From an optimization exercise on the open Yosys and OpenROAD flow, aimed at small area and a short achievable clock period; shortcuts taken in it are not production practice.
RTL that was checked went through simulation tests only; none was proved equivalent to the original.

Setup of run a:
Design QE_M, start of the top module:
module QE_M (clk, reset, in_a, in_b, in_c, in_x, mode, valid_in, last_input, valid_out, result);
Size in the first run: ~880 cells after synthesis, roughly 150 flip-flops, about 54 I/O pins.
==> flow/config.mk <==
export PLATFORM = sky130hd
export DESIGN_NAME = QE_M
export DESIGN_NICKNAME = QE_M
export VERILOG_FILES = /design/flow/design.v
export SDC_FILE = /design/flow/constraint.sdc
export NUM_CORES = 4
export LEC_CHECK = 0
export CAP_MARGIN = 20
export CORE_MARGIN = 2
export CORE_UTILIZATION = 40
export CTS_BUF_LIST = sky130_fd_sc_hd__clkbuf_8
export SETUP_SLACK_MARGIN = 4.1
export SLEW_MARGIN = 20
export SYNTH_HIERARCHICAL = 1
==> flow/constraint.sdc <==
create_clock -name core_clock -period 6.5 [get_ports {clk}]
set_input_delay 1.3000 -clock core_clock [delete_from_list [all_inputs] [get_ports {clk}]]
set_output_delay 1.3000 -clock core_clock [all_outputs]
set_load 0.01 [all_outputs]
standard.sh (not shown) runs the stock make flow with config.mk's settings and CLKGATE_MAP_FILE= SYNTH_SCRIPT=/design/flow/synth_recipe.tcl, a recipe that flattens the netlist after the stock synthesis.
==> flow/flow/run.sh <==
#!/bin/bash
# The standard layout, with buf_4 cells as the port buffers.
bash standard.sh "BUFFER_PORTS_ARGS=-buffer_cell sky130_fd_sc_hd__buf_4" finish > standard.log 2>&1
Setup changes, run a to run b
Settings: putting PLACE_DENSITY at 0.7 where nothing was set; swapping 4.1 for 4 in SETUP_SLACK_MARGIN.
==> flow/flow/run.sh <==
#!/bin/bash
# The standard layout, with buf_2 cells as the port buffers.
bash standard.sh "BUFFER_PORTS_ARGS=-buffer_cell sky130_fd_sc_hd__buf_2" finish > standard.log 2>&1
Results
Diff run a -> run b | via count | increase of about 3.5%. The source of the critical timing path comes out valid_out in one run and in_x[7] in the other, namely in run a and run b respectively. Re number of nets in the layout: no difference whatsoever between run a and run b. Run a -> run b: hold slack flat. For final sequential cell count, run a and run b come out practically identical. Diff run a..run b | sum of routed wire length over all layers | negligible. The final area reported for run b is smaller than that of run a by 120 um^2.

========
Setup of trial 87:
Another version of the RTL of QE_M (not shown whole).
Size: ~790 cells after synthesis, about 54 I/O pins, ~0.0085 sq mm of cells after synthesis.
==> flow/config.mk <==
export PLATFORM = sky130hd
export DESIGN_NAME = QE_M
export DESIGN_NICKNAME = QE_M
export VERILOG_FILES = /design/flow/design.v
export SDC_FILE = /design/flow/constraint.sdc
export NUM_CORES = 4
export LEC_CHECK = 0
export CAP_MARGIN = 20
export CORE_MARGIN = 2
export CORE_UTILIZATION = 40
export SETUP_SLACK_MARGIN = 4
export SLEW_MARGIN = 20
export SYNTH_HIERARCHICAL = 1
==> flow/constraint.sdc <==
create_clock -name core_clock -period 6.5 [get_ports {clk}]
set_input_delay 1.3000 -clock core_clock [delete_from_list [all_inputs] [get_ports {clk}]]
set_output_delay 1.3000 -clock core_clock [all_outputs]
set_load 0.01 [all_outputs]
==> flow/flow/run.sh <==
#!/bin/bash
# The standard layout, with buf_2 cells as the port buffers.
bash standard.sh "BUFFER_PORTS_ARGS=-buffer_cell sky130_fd_sc_hd__buf_2" finish > standard.log 2>&1
What build 22 does differently from trial 87 at the input level:
Settings: CTS_BUF_LIST: unset -> sky130_fd_sc_hd__clkbuf_8.
[summary]
Relative to trial 87, critical path depth increased by 1 in build 22. Compared with trial 87, build 22 shows a lower number of clock buffer instances in the layout. Build 22 vs trial 87, clock distribution area overhead in the final layout went down by 1.9 points. Cmp trial 87 and build 22 / top achievable clock speed / lower: build 22. Build 22 against trial 87: global routing usage on met2 closely matched the old numbers; number of fill cells in the layout increased by 26 relative to the old numbers; design area decreased by 190 sq um relative to the old numbers. The higher via count came out of trial 87.
No run of this note included a check of the RTL's function; only the layout flow was run.

========
Another version of the RTL of QE_M (not shown whole).
Size in the first run: roughly 940 cells after synthesis, about 51 flip-flops, about 54 I/O pins.
// QE_M
module QE_M (clk, reset, in_a, in_b, in_c, in_x, mode, valid_in, last_input, valid_out, result);
make LEC_CHECK=0 ABC_AREA=1 CAP_MARGIN=20 CORE_MARGIN=2 CORE_UTILIZATION=40 SLEW_MARGIN=20 finish   # period 6.5 ns
run.sh (not shown) runs the stock make flow with config.mk's settings and CLKGATE_MAP_FILE= SYNTH_SCRIPT=/design/flow/synth_recipe.tcl, a recipe that flattens the netlist after the stock synthesis.
Stock flow here: none of the scripts above is used.
Edit:
Settings changed: ABC_AREA 1 to default, SETUP_SLACK_MARGIN from default to 1.5.
What happened:
- non-clock buffer count went up by 21
- utilization went up by 3.4 points

========
== the reference run ==
QE_M, a different RTL version from the one above (not shown whole).
Size in the first run: roughly 830 cells after synthesis, ~8700 µm² of cells after synthesis.
export LEC_CHECK = 0
export CAP_MARGIN = 20
export CORE_MARGIN = 2
export CORE_UTILIZATION = 40
export CTS_BUF_LIST = sky130_fd_sc_hd__clkbuf_8
export SETUP_SLACK_MARGIN = 4
export SLEW_MARGIN = 20
export SYNTH_HIERARCHICAL = 1
create_clock -name core_clock -period 6.5 [get_ports {clk}]
standard.sh (not shown) runs the stock make flow with config.mk's settings and CLKGATE_MAP_FILE= SYNTH_SCRIPT=/design/flow/synth_recipe.tcl, a recipe that flattens the netlist after the stock synthesis.
Scripts as last shown in full above: flow/flow/run.sh
The reference run went all the way through the flow, and no timing, DRC or antenna check failed.
[inputs] the trial run vs the reference run
diff --git a/flow/config.mk b/flow/config.mk
--- a/flow/config.mk
+++ b/flow/config.mk
@@ -10,3 +10,2 @@
 export CORE_UTILIZATION = 40
-export CTS_BUF_LIST = sky130_fd_sc_hd__clkbuf_8
 export SETUP_SLACK_MARGIN = 4
==> comparison <==
Share of cell area taken by flip-flops and latches: the trial run < the reference run. Compared to the reference run, the router laid down more metal wire for the trial run.
No run of this note included a check of the RTL's function; only the layout flow was run.

========
Another version of the RTL of QE_M (not shown whole).
Size in the first run: about 640 cells after synthesis, about 87 flip-flops, roughly 54 I/O pins.
==> flow/design.v (excerpt) <==
module QE_M (clk, reset, in_a, in_b, in_c, in_x, mode, valid_in, last_input, valid_out, result);
make LEC_CHECK=0 CAP_MARGIN=20 CORE_MARGIN=2 CORE_UTILIZATION=40 SETUP_SLACK_MARGIN=3 SLEW_MARGIN=20 SYNTH_HIERARCHICAL=1 finish   # period 6.5 ns
run.sh (not shown) runs the stock make flow with config.mk's settings and CLKGATE_MAP_FILE= SYNTH_SCRIPT=/design/flow/synth_recipe.tcl, a recipe that flattens the netlist after the stock synthesis.
Stock flow here: none of the scripts above is used.
The first run produced a clean layout.
Rerun with:
SETUP_SLACK_MARGIN = unset   (was 3)
=> Wire length goes down by about 6%; area after synthesis stays the same; via count goes down by about 1.6%; final area goes down by 11%.
No functional check of the RTL was part of any run of this note.

========
RTL: one of the versions met above, not the one the previous note started from.
Size in the first run: about 880 cells after synthesis, roughly 8400 um2 of cells after synthesis.
clock: 6.5 ns
lec_check: 0
cap_margin: 20
core_margin: 2
core_utilization: 40
cts_buf_list: sky130_fd_sc_hd__clkbuf_8
setup_slack_margin: 4.2
slew_margin: 20
synth_hierarchical: 1
standard.sh (not shown) runs the stock make flow with config.mk's settings and CLKGATE_MAP_FILE= SYNTH_SCRIPT=/design/flow/synth_recipe.tcl, a recipe that flattens the netlist after the stock synthesis.
Scripts as last shown in full above: flow/flow/run.sh
==> next run, changes <==
Settings changed: SETUP_SLACK_MARGIN 4.2 to 4.
Result:
- non-clock buffer count is lower by 16
- wire length is lower by 2.3%
- first-iteration DRC count is lower by 18%
==> next run, changes <==
Settings changed: CORE_UTILIZATION 40 to 45.
Effect: The new run completed without violations. Clock-buffer cell count goes up by 1. Sequential cell count does not change. Area after synthesis stays the same.

========
== job 9269 ==
QE_M, a different RTL version from the one above (not shown whole).
Size in the first run: ~880 cells after synthesis, about 150 flip-flops, about 54 I/O pins, ~8500 sq um of cells after synthesis.
export LEC_CHECK = 0
export CAP_MARGIN = 20
export CORE_MARGIN = 2
export CORE_UTILIZATION = 40
export CTS_BUF_LIST = sky130_fd_sc_hd__clkbuf_8
export SETUP_SLACK_MARGIN = 4.2
export SLEW_MARGIN = 20
export SYNTH_HIERARCHICAL = 1
create_clock -name core_clock -period 6.5 [get_ports {clk}]
==> flow/flow/run.sh <==
#!/bin/bash
# The standard layout, with buf_4 cells as the port buffers.
bash standard.sh "BUFFER_PORTS_ARGS=-buffer_cell sky130_fd_sc_hd__buf_4" finish > standard.log 2>&1
Job 9269 did not stop at any stage, and its layout met the timing, DRC and antenna checks.
### job 9269 -> job 1703
- swapping 4.2 for 4 in SETUP_SLACK_MARGIN
==> flow/flow/run.sh <==
#!/bin/bash
# The standard layout, with buf_4 cells as the input port buffers and buf_2
# cells as the output port buffers (the outputs are buffered by a hook that
# runs just before the flow buffers the inputs).
export PRE_GLOBAL_PLACE_TCL="$PWD/flow/buffer_outputs.tcl"
bash standard.sh "BUFFER_PORTS_ARGS=-inputs -buffer_cell sky130_fd_sc_hd__buf_4" finish > standard.log 2>&1
==> flow/flow/buffer_outputs.tcl (new file) <==
# Buffer the output ports with buf_2 cells; the flow then buffers the inputs.
buffer_ports -outputs -buffer_cell sky130_fd_sc_hd__buf_2
- Lower setup slack among job 9269 and job 1703: job 1703
- Compared to job 9269, job 1703 has share of the clock period used by the worst path after layout 1.5 points higher.
- Delta (job 1703 minus job 9269): HPWL after detailed placement rose 0.47%; number of vias in the routed layout fell about 1.1%; cell depth of the worst setup path rose 5.
- There was hardly any difference in final hold slack between job 1703 and job 9269.
- Job 1703 against job 9269: post-layout minimum cycle time up 0.096 ns, routed wire length shows a reduction of 59 microns, footprint of the multi-input gates fell by about 2.5%.
Changes in job 1641 relative to job 1703:
==> flow/flow/run.sh <==
#!/bin/bash
# The standard layout, with buf_2 cells as the port buffers.
bash standard.sh "BUFFER_PORTS_ARGS=-buffer_cell sky130_fd_sc_hd__buf_2" finish > standard.log 2>&1
removed: flow/flow/buffer_outputs.tcl
[summary]
- Looking at highest net fanout along the worst path, job 1641 sits above job 1703.
- Job 1641 and job 1703 ended up with nearly the same hold slack.
- Between job 1641 and job 1703, number of buffers and inverters on the critical path is higher for job 1641, job 1703 comes in under that.
- Post-route cell area: job 1641 vs job 1703, no meaningful difference
- Job 1641 reports its end point of the critical path as T1b7$_DFF_P_ while job 1703 reports S3b13$_DFF_P_.
- Status: clock-pin slew of the registers on the worst-case setup and hold paths parity (job 1703, job 1641)
- Diff job 1703 -> job 1641: total routing usage reported by global routing rose by 0.23 points; weighted congestion reported at the end of routability-driven placement fell by 3.8%.
- bt[0]$_DFF_P_ as the worst setup path startpoint was reported by job 1703, and mode by job 1641.

==> afterwards: timing with drivers on the ports <==
How much do the figures lean on ideal ports? The routed layouts below were timed once more, with nothing changed but the port constraints. Step 1 assumes that a clkbuf_16 drives the clock port and a buf_2 every other input. Step 2 moves the port delays by t, midway between the first and last clock arrival at a register: inputs arrive t later, outputs are due t later. That takes back most of the time a late clock gives input paths. Slacks: ideal / step 1 / step 2; pairs: ideal / step 1.
run	t (ns)	slack for setup (ns)	hold slack, ns	worst setup path at the end	latest minus earliest clock arrival (ns)
run a	0.478	4.251 / 4.215 / 3.794	0.329 / 0.329 / 0.329	input to register	0.012 / 0.013
run b	0.482	4.102 / 4.114 / 3.632	0.329 / 0.329 / 0.329	input to register	0.018 / 0.019
trial 87	0.464	3.898 / 3.898 / 3.760	0.326 / 0.326 / 0.326	input to register	0.011 / 0.011
build 22	0.486	3.872 / 3.872 / 3.757	0.332 / 0.332 / 0.332	input to register	0.022 / 0.023
the first run of note 3	0.341	0.904 / 0.921 / 0.580	0.380 / 0.380 / 0.380	input to register	0.011 / 0.011
the second run of note 3	0.341	1.376 / 1.378 / 1.037	0.353 / 0.353 / 0.353	input to register	0.009 / 0.009
the reference run	0.490	3.984 / 3.984 / 3.776	0.331 / 0.331 / 0.331	input to register	0.017 / 0.018
the trial run	0.461	3.945 / 3.945 / 3.770	0.327 / 0.327 / 0.327	input to register	0.014 / 0.014
the first run of note 5	0.389	2.689 / 2.689 / 2.689	0.326 / 0.326 / 0.326	register to register	0.010 / 0.010
the second run of note 5	0.385	2.232 / 2.232 / 2.232	0.320 / 0.320 / 0.320	register to register	0.010 / 0.010
the first run of note 6	0.492	4.237 / 4.216 / 3.763	0.330 / 0.330 / 0.330	input to register	0.014 / 0.014
the second run of note 6	0.482	4.175 / 4.182 / 3.708	0.331 / 0.331 / 0.331	input to register	0.021 / 0.021
the third run of note 6	0.492	4.132 / 4.148 / 3.655	0.332 / 0.332 / 0.332	input to register	0.015 / 0.015
job 9269	0.497	4.236 / 4.197 / 3.756	0.333 / 0.333 / 0.333	input to register	0.027 / 0.027
job 1703	0.486	4.140 / 4.140 / 3.803	0.332 / 0.332 / 0.332	input to register	0.016 / 0.015
job 1641	0.491	4.157 / 4.173 / 3.686	0.333 / 0.333 / 0.333	input to register	0.018 / 0.018
After both steps every run listed still meets setup and hold. The setup slack of job 9269, which loses most, moves by -0.039 ns with the drivers and by -0.480 ns with both steps.
